What follows belongs to an exercise in optimizing a design on an open flow for small area, a short achievable clock period and few clock cycles per item; a production flow would make more cautious choices. The RTL of this run was laid out without a check of its function.

**flow/config.mk**
```make
export PLATFORM = sky130hd
export DESIGN_NAME = MULDIV_top
export DESIGN_NICKNAME = MULDIV_top
export VERILOG_FILES = /design/flow/design.v
export SDC_FILE = /design/flow/constraint.sdc
export NUM_CORES = 4
export LEC_CHECK = 0
export CAP_MARGIN = 20
export CORE_MARGIN = 2
export CORE_UTILIZATION = 45
export PLACE_DENSITY = 0.6
export SLEW_MARGIN = 20
```
**flow/constraint.sdc**
```tcl
create_clock -name core_clock -period 10.0 [get_ports {clk}]
set_input_delay 2.0000 -clock core_clock [delete_from_list [all_inputs] [get_ports {clk}]]
set_output_delay 2.0000 -clock core_clock [all_outputs]
set_load 0.01 [all_outputs]
```
**flow/design.v**
```verilog
module MULDIV_top (
    input clk,
    input start,
    input reset,
    input [31:0] in_A,
    input [31:0] in_B,
    input [1:0] op_div,
    input [1:0] op_mul,
    input muldiv_sel,
    output [31:0] R,
    output muldiv_done
    );
    localparam S_IDLE = 3'd0, S_NORM = 3'd1, S_ITER = 3'd2, S_FIX = 3'd3, S_DONE = 3'd4;
    reg [2:0] state;
    reg       done_r;
    reg        is_div, na, nb, bz, out_hi;
    reg  [1:0] op;
    reg  [5:0] wa, wb;
    reg  [5:0] cnt;
    reg [33:0] areg, breg;
    reg [63:0] acc;
    function [5:0] bitlen;
        input [31:0] v;
        integer i;
        begin
            bitlen = 6'd0;
            for (i = 0; i < 32; i = i + 1)
                if (v[i]) bitlen = i + 1;
        end
    endfunction
    wire sa_in = muldiv_sel ? ~op_div[0] : (op_mul != 2'd3);
    wire sb_in = muldiv_sel ? ~op_div[0] : ~op_mul[1];
    wire na_in = sa_in & in_A[31];
    wire nb_in = sb_in & in_B[31];
    wire [4:0] ha = wa[5:1];
    wire [4:0] hb = wb[5:1];
    wire swap = ~is_div & (ha < hb);
    wire [4:0] hsel = swap ? ha : hb;
    wire [6:0] wa_est = {1'b0, wa} + {6'b0, na};
    wire [6:0] dsh = wa_est - {1'b0, wb};           
    wire div_none = dsh[6] | bz;                     
    wire [5:0] mul_sh = {(5'd16 - hsel), 1'b0};
    wire [5:0] sh = is_div ? dsh[5:0] : mul_sh;
    wire [33:0] sh_src = swap ? areg : breg;
    wire [33:0] sh_out = sh_src << sh;
    wire fix_q   = ~op[1];
    wire fix_neg = op[1] ? na : (na ^ nb) & ~bz;
    wire need_fix = fix_neg | (bz & ~op[1]);
    wire in_norm = (state == S_NORM);
    wire in_iter = (state == S_ITER);
    wire in_fix  = (state == S_FIX);
    wire [2:0] bd = in_norm ? (na ? 3'b110 : 3'b001) :
                    (in_iter & ~is_div) ? breg[33:31] : 3'b000;
    wire d_mag2 = (bd == 3'b011) | (bd == 3'b100);
    wire d_mag1 = bd[1] ^ bd[0];
    wire d_neg  = bd[2] & ~(bd[1] & bd[0]);
    wire [34:0] pp_mag = d_mag2 ? {areg, 1'b0} : d_mag1 ? {areg[33], areg} : 35'd0;
    wire div_step = in_iter & is_div;
    wire [34:0] Yop = div_step ? ({breg[33], breg} ^ {35{~nb}}) : (pp_mag ^ {35{d_neg}});
    wire        cin = div_step ? ~nb : in_fix ? fix_neg : d_neg;
    wire [34:0] Xop = div_step ? {3'b0, acc[31:0]} :
                      in_fix ? {3'b111, ~(fix_q ? acc[63:32] : acc[31:0])} :
                      {acc[32:0], 2'b00};
    wire [35:0] S = {1'b0, Xop} + {1'b0, Yop} + {35'd0, cin};
    wire hi_y = pp_mag[34] ^ d_neg;
    wire [28:0] hi_new = acc[61:33] + {29{hi_y}} + {28'd0, S[35]};
    wire q = ~S[34];
    wire last = (cnt == 6'd1);
    always @(posedge clk or negedge reset) begin
        if (!reset) begin
            state  <= S_IDLE;
            done_r <= 1'b0;
        end else begin
            done_r <= 1'b0;
            case (state)
                S_IDLE: if (start) state <= S_NORM;
                S_NORM: begin
                    if (is_div & div_none) begin
                        if (need_fix) state <= S_FIX;
                        else begin state <= S_DONE; done_r <= 1'b1; end
                    end else state <= S_ITER;
                end
                S_ITER: if (last) begin
                    if (is_div & need_fix) state <= S_FIX;
                    else begin state <= S_DONE; done_r <= 1'b1; end
                end
                S_FIX: begin state <= S_DONE; done_r <= 1'b1; end
                default: state <= S_IDLE;
            endcase
        end
    end
    always @(posedge clk) begin
        case (state)
            S_IDLE: begin
                areg   <= {na_in, na_in, in_A};
                breg   <= {nb_in, nb_in, in_B};
                acc    <= 64'd0;
                wa     <= bitlen(in_A ^ {32{na_in}});
                wb     <= bitlen(in_B ^ {32{nb_in}});
                na     <= na_in;
                nb     <= nb_in;
                bz     <= (in_B == 32'd0);
                is_div <= muldiv_sel;
                op     <= muldiv_sel ? op_div : op_mul;
            end
            S_NORM: begin
                breg <= sh_out;
                if (swap) areg <= breg;
                if (is_div) begin
                    acc <= {hi_new, S[34:0]};
                    cnt <= dsh[5:0] + 6'd1;
                    out_hi  <= ~op[1] & ~need_fix;
                end else begin
                    cnt <= {1'b0, hsel} + 6'd1;
                    out_hi  <= (op != 2'd0);
                end
            end
            S_ITER: begin
                cnt <= cnt - 6'd1;
                if (is_div) begin
                    breg <= {breg[33], breg[33:1]};
                    acc  <= {acc[62:32], q, q ? S[31:0] : acc[31:0]};
                end else begin
                    breg <= {breg[31:0], 2'b00};
                    acc  <= {hi_new, S[34:0]};
                end
            end
            S_FIX: begin
                acc[31:0] <= S[31:0];
            end
            default: ;
        endcase
    end
    assign R = out_hi ? acc[63:32] : acc[31:0];
    assign muldiv_done = done_r;
endmodule
```
**flow/run.sh**
```bash
#!/bin/bash
# synth_recipe.tcl (not shown) runs the flow's synth.tcl, then flattens the netlist and writes it again
# the make line also repeats each setting of config.mk as NAME=value (left out here)
make -C /OpenROAD-flow-scripts/flow DESIGN_CONFIG=/design/flow/config.mk WORK_HOME=/design/flow/orfs CLKGATE_MAP_FILE= SYNTH_SCRIPT=/design/flow/synth_recipe.tcl finish
```
==> summary.txt <==
critical path: cells and delay by family (launching register included):
| family | cells | cell delay, ps |
|---|---|---|
| flops | 1 | 580 |
| compound gates | 21 | 4250 |
| fa+ha+maj | 4 | 1510 |
| xor+xnor | 2 | 300 |
| simple gates | 8 | 1670 |
| mux | 1 | 510 |
logic make-up after synthesis:
logic type,after synthesis,synth area share [%]
simple gates,713,19.1
compound gates,652,23.7
buf+inv,195,4.50
flops,161,28.6
xor+xnor,145,7.55
mux,136,9.75
fa+ha+maj,87,6.78
routing by layer:
metal / GRT usage [%] / vias to the layer above / share of wire [%]
met5: 0 / - / 0
met4: 7.46 / 0 / 2.2
met3: 4.29 / 69 / 6.1
met2: 46.9 / 567 / 48
met1: 36.7 / 7382 / 44
li1: - / 7699 / -
layout make-up:
type | instances | share of cell area (%)
multi-input cells | 1733 | 60.2
flip-flops and latches | 161 | 25.5
repair buffers | 139 | 6.92
well taps | 468 | 3.11
clock buffers | 19 | 2.30
inverters | 65 | 1.29
clock inverters | 13 | 0.637
layout by cell type (no fill, tap or decap), types with 28 or more instances in the layout:
| cell | Yosys | layout |
|---|---|---|
| edfxtp_1 | 157 | 157 |
| xor2_1 | 71 | 71 |
| mux2_2 | 54 | 54 |
| a21oi_1 | 233 | 232 |
| buf_4 | 1 | 35 |
| nor3_1 | 30 | 29 |
| a31oi_1 | 28 | 28 |
| a21o_1 | 48 | 48 |
| inv_1 | 64 | 63 |
| and3_1 | 35 | 35 |
| a211oi_1 | 42 | 42 |
| clkdlybuf4s50_1 | 0 | 104 |
| nor2b_1 | 38 | 38 |
| mux2i_1 | 65 | 64 |
| nand2_1 | 272 | 271 |
| ha_1 | 80 | 80 |
| nand3_1 | 47 | 47 |
| xnor2_1 | 74 | 74 |
| o21ai_0 | 153 | 153 |
| nor2_1 | 202 | 200 |
flip-flops by register name (all words and copies together) (netlist names), 2 cells and up:
signal	count
acc	64
wb	6
areg	34
breg	34
op	2
cnt	6
state	3
wa	6
worst max path at each step:
stage                              endpoint  cells after the start
after floorplan           acc[63]$_DFFE_PP_                     40
after global placement    acc[63]$_DFFE_PP_                     36
after detailed placement  acc[63]$_DFFE_PP_                     36
after CTS                 acc[63]$_DFFE_PP_                     36
after global routing      acc[63]$_DFFE_PP_                     36
final                     acc[61]$_DFFE_PP_                     36
metrics by stage:
| stage | setup slack [ps] | instance area (um^2) |
|---|---|---|
| final | 925 | 18800 |
| after global routing | 131 | 18800 |
| after CTS | 939 | 18800 |
| after detailed placement | 975 | 18300 |
| after global placement | 1170 | 18300 |
| after floorplan | 1780 | 16800 |
==> impl_metrics.env <==
export IMPL_status="no timing/DRC/antenna violations"
export IMPL_port_buffers=104
export IMPL_whs_path_depth=1
export IMPL_antenna_left=0
export IMPL_drt_total_wl_um=53800
export IMPL_nFillCells=3522
export IMPL_synth_top_cell_area_share_pct=28.0
export IMPL_grt_max_degree=64
export IMPL_clock_skew_ps=11.1
export IMPL_cts_buffers=17
export IMPL_avgViaCountPerCell=6.05
export IMPL_finalMaxSlewViolations=0
export IMPL_routabilityCongestion=0.944
export IMPL_yosys_cell_count_top_type="nand2_1"
export IMPL_drc_errors=0
export IMPL_grt_pass1_vias=15000
export IMPL_finalCritPeriodShare_pct=90.7
export IMPL_period_minus_slack_ps=9070
export IMPL_worstSetupStartpoint="state[0]$_DFFE_PN0P_"
export IMPL_worstPathRequired_ps=10200
export IMPL_postSynthAreaPerCell_um2=8.06
export IMPL_worst_path_max_fanout=27
export IMPL_synth_nets=2248
export IMPL_ys_seq_area_share_pct=28.6
export IMPL_clk_latency_ps=460
export IMPL_synth_cell_area_um2=16800
export IMPL_drt_iter0_markers=1356
export IMPL_hold_viol=0
export IMPL_critical_path_max_stage_delay_ps=580
export IMPL_stdcell_count=2598
export IMPL_antenna_found_initial=0
export IMPL_whs_endpoint="out_hi$_DFFE_PP_"
export IMPL_clock_path_buffers=2
export IMPL_holdCritStartpoint="op[0]$_DFFE_PP_"
export IMPL_rows=70
export IMPL_rsz0062_at_grt="false"
export IMPL_multi_input_area_um2=11300
export IMPL_async_flop_share_pct=2.48
export IMPL_die_w_um=197
export IMPL_fin_nets=2276
export IMPL_final_util_pct=51.4
export IMPL_dieArea_um2=39000
export IMPL_ys_warn_count=1
export IMPL_drv_cap=0
export IMPL_synth_flop_cell="edfxtp_1"
export IMPL_synth_cell_types=75
export IMPL_synth_edf_count=157
export IMPL_tritoncts="built"
export IMPL_seqCellArea_um2=4810
export IMPL_drt_first_pass_iters=6
export IMPL_grt_pass1_wl_um=83900
export IMPL_setup_tns_ps=0
export IMPL_cp_start_kind="flop"
export IMPL_cts_sinks=161
export IMPL_post_cts_setup_buffers=0
export IMPL_cpMostUsedCell="a21oi_1"
export IMPL_hpwlAfterDp_um=40900
export IMPL_ios=105
export IMPL_clock_fmax_ghz=0.110
export IMPL_synthesis_instances=2089
export IMPL_worst_path_max_delay_cell="dfrtp_1"
export IMPL_layout_drive_gt1_share_pct=7.61
export IMPL_r2r_end="acc[61]$_DFFE_PP_"
export IMPL_area_growth_pct=12.0
export IMPL_whs_ps=536
export IMPL_ff2ff_path_depth=36
export IMPL_num_antenna_cells=0
export IMPL_placed_cells=2566
export IMPL_overflow=0
export IMPL_endpoint_kind="flop"
export IMPL_ys_ff_latch=161
export IMPL_vias=15700
export IMPL_r2r_slack_ps=930
export IMPL_wl_per_cell_um=20.7
export IMPL_grt_usage_pct=27.6
export IMPL_cts_htree_levels=4
export IMPL_ys_top_cells_by_area="edfxtp_1, a21oi_1, nand2_1"
export IMPL_cts_resized=0
export IMPL_initial_core_util_pct=45.9
export IMPL_arrival_ps=9270
export IMPL_critPathKind="flop to flop"
export IMPL_tightest_slew_ps=1030
export IMPL_root_buffer="clkbuf_16"
export IMPL_die_y_um=197
export IMPL_synth_top_cell_by_area="edfxtp_1"
export IMPL_max_slew_margin_rel_pct=30.9
export IMPL_clk_pin_slew_ps=60
export IMPL_r2r_start="state[0]$_DFFE_PN0P_"
export IMPL_yosys_top_cells_count="nand2_1, a21oi_1, nor2_1"
export IMPL_hold_path_class="flop to flop"
export IMPL_final_setup_viol_count=0
export IMPL_cts_hold_buf=0
export IMPL_core_area_um2=36700

==> separate check: timing with driven ports <==
How much do the figures lean on ideal ports? The routed layout below was timed once more, with nothing changed but the port constraints. Step 1 sets driving cells, clkbuf_16 on the clock port and buf_2 on the other inputs (assumed; they add their load-dependent delay and slew). Step 2 also shifts input and output timing later by t, the mid clock arrival at the registers, as if the neighbouring blocks saw the same clock. Slacks: ideal / step 1 / step 2; pairs: ideal / step 1.
t (ns): 0.508
slack for setup (ns): 0.925 / 0.925 / 0.925
worst setup path after step 2: register to register
After both steps setup and hold are still met in this run. The setup slack of this run moves by 0.000 ns with the drivers and by 0.000 ns with both steps.
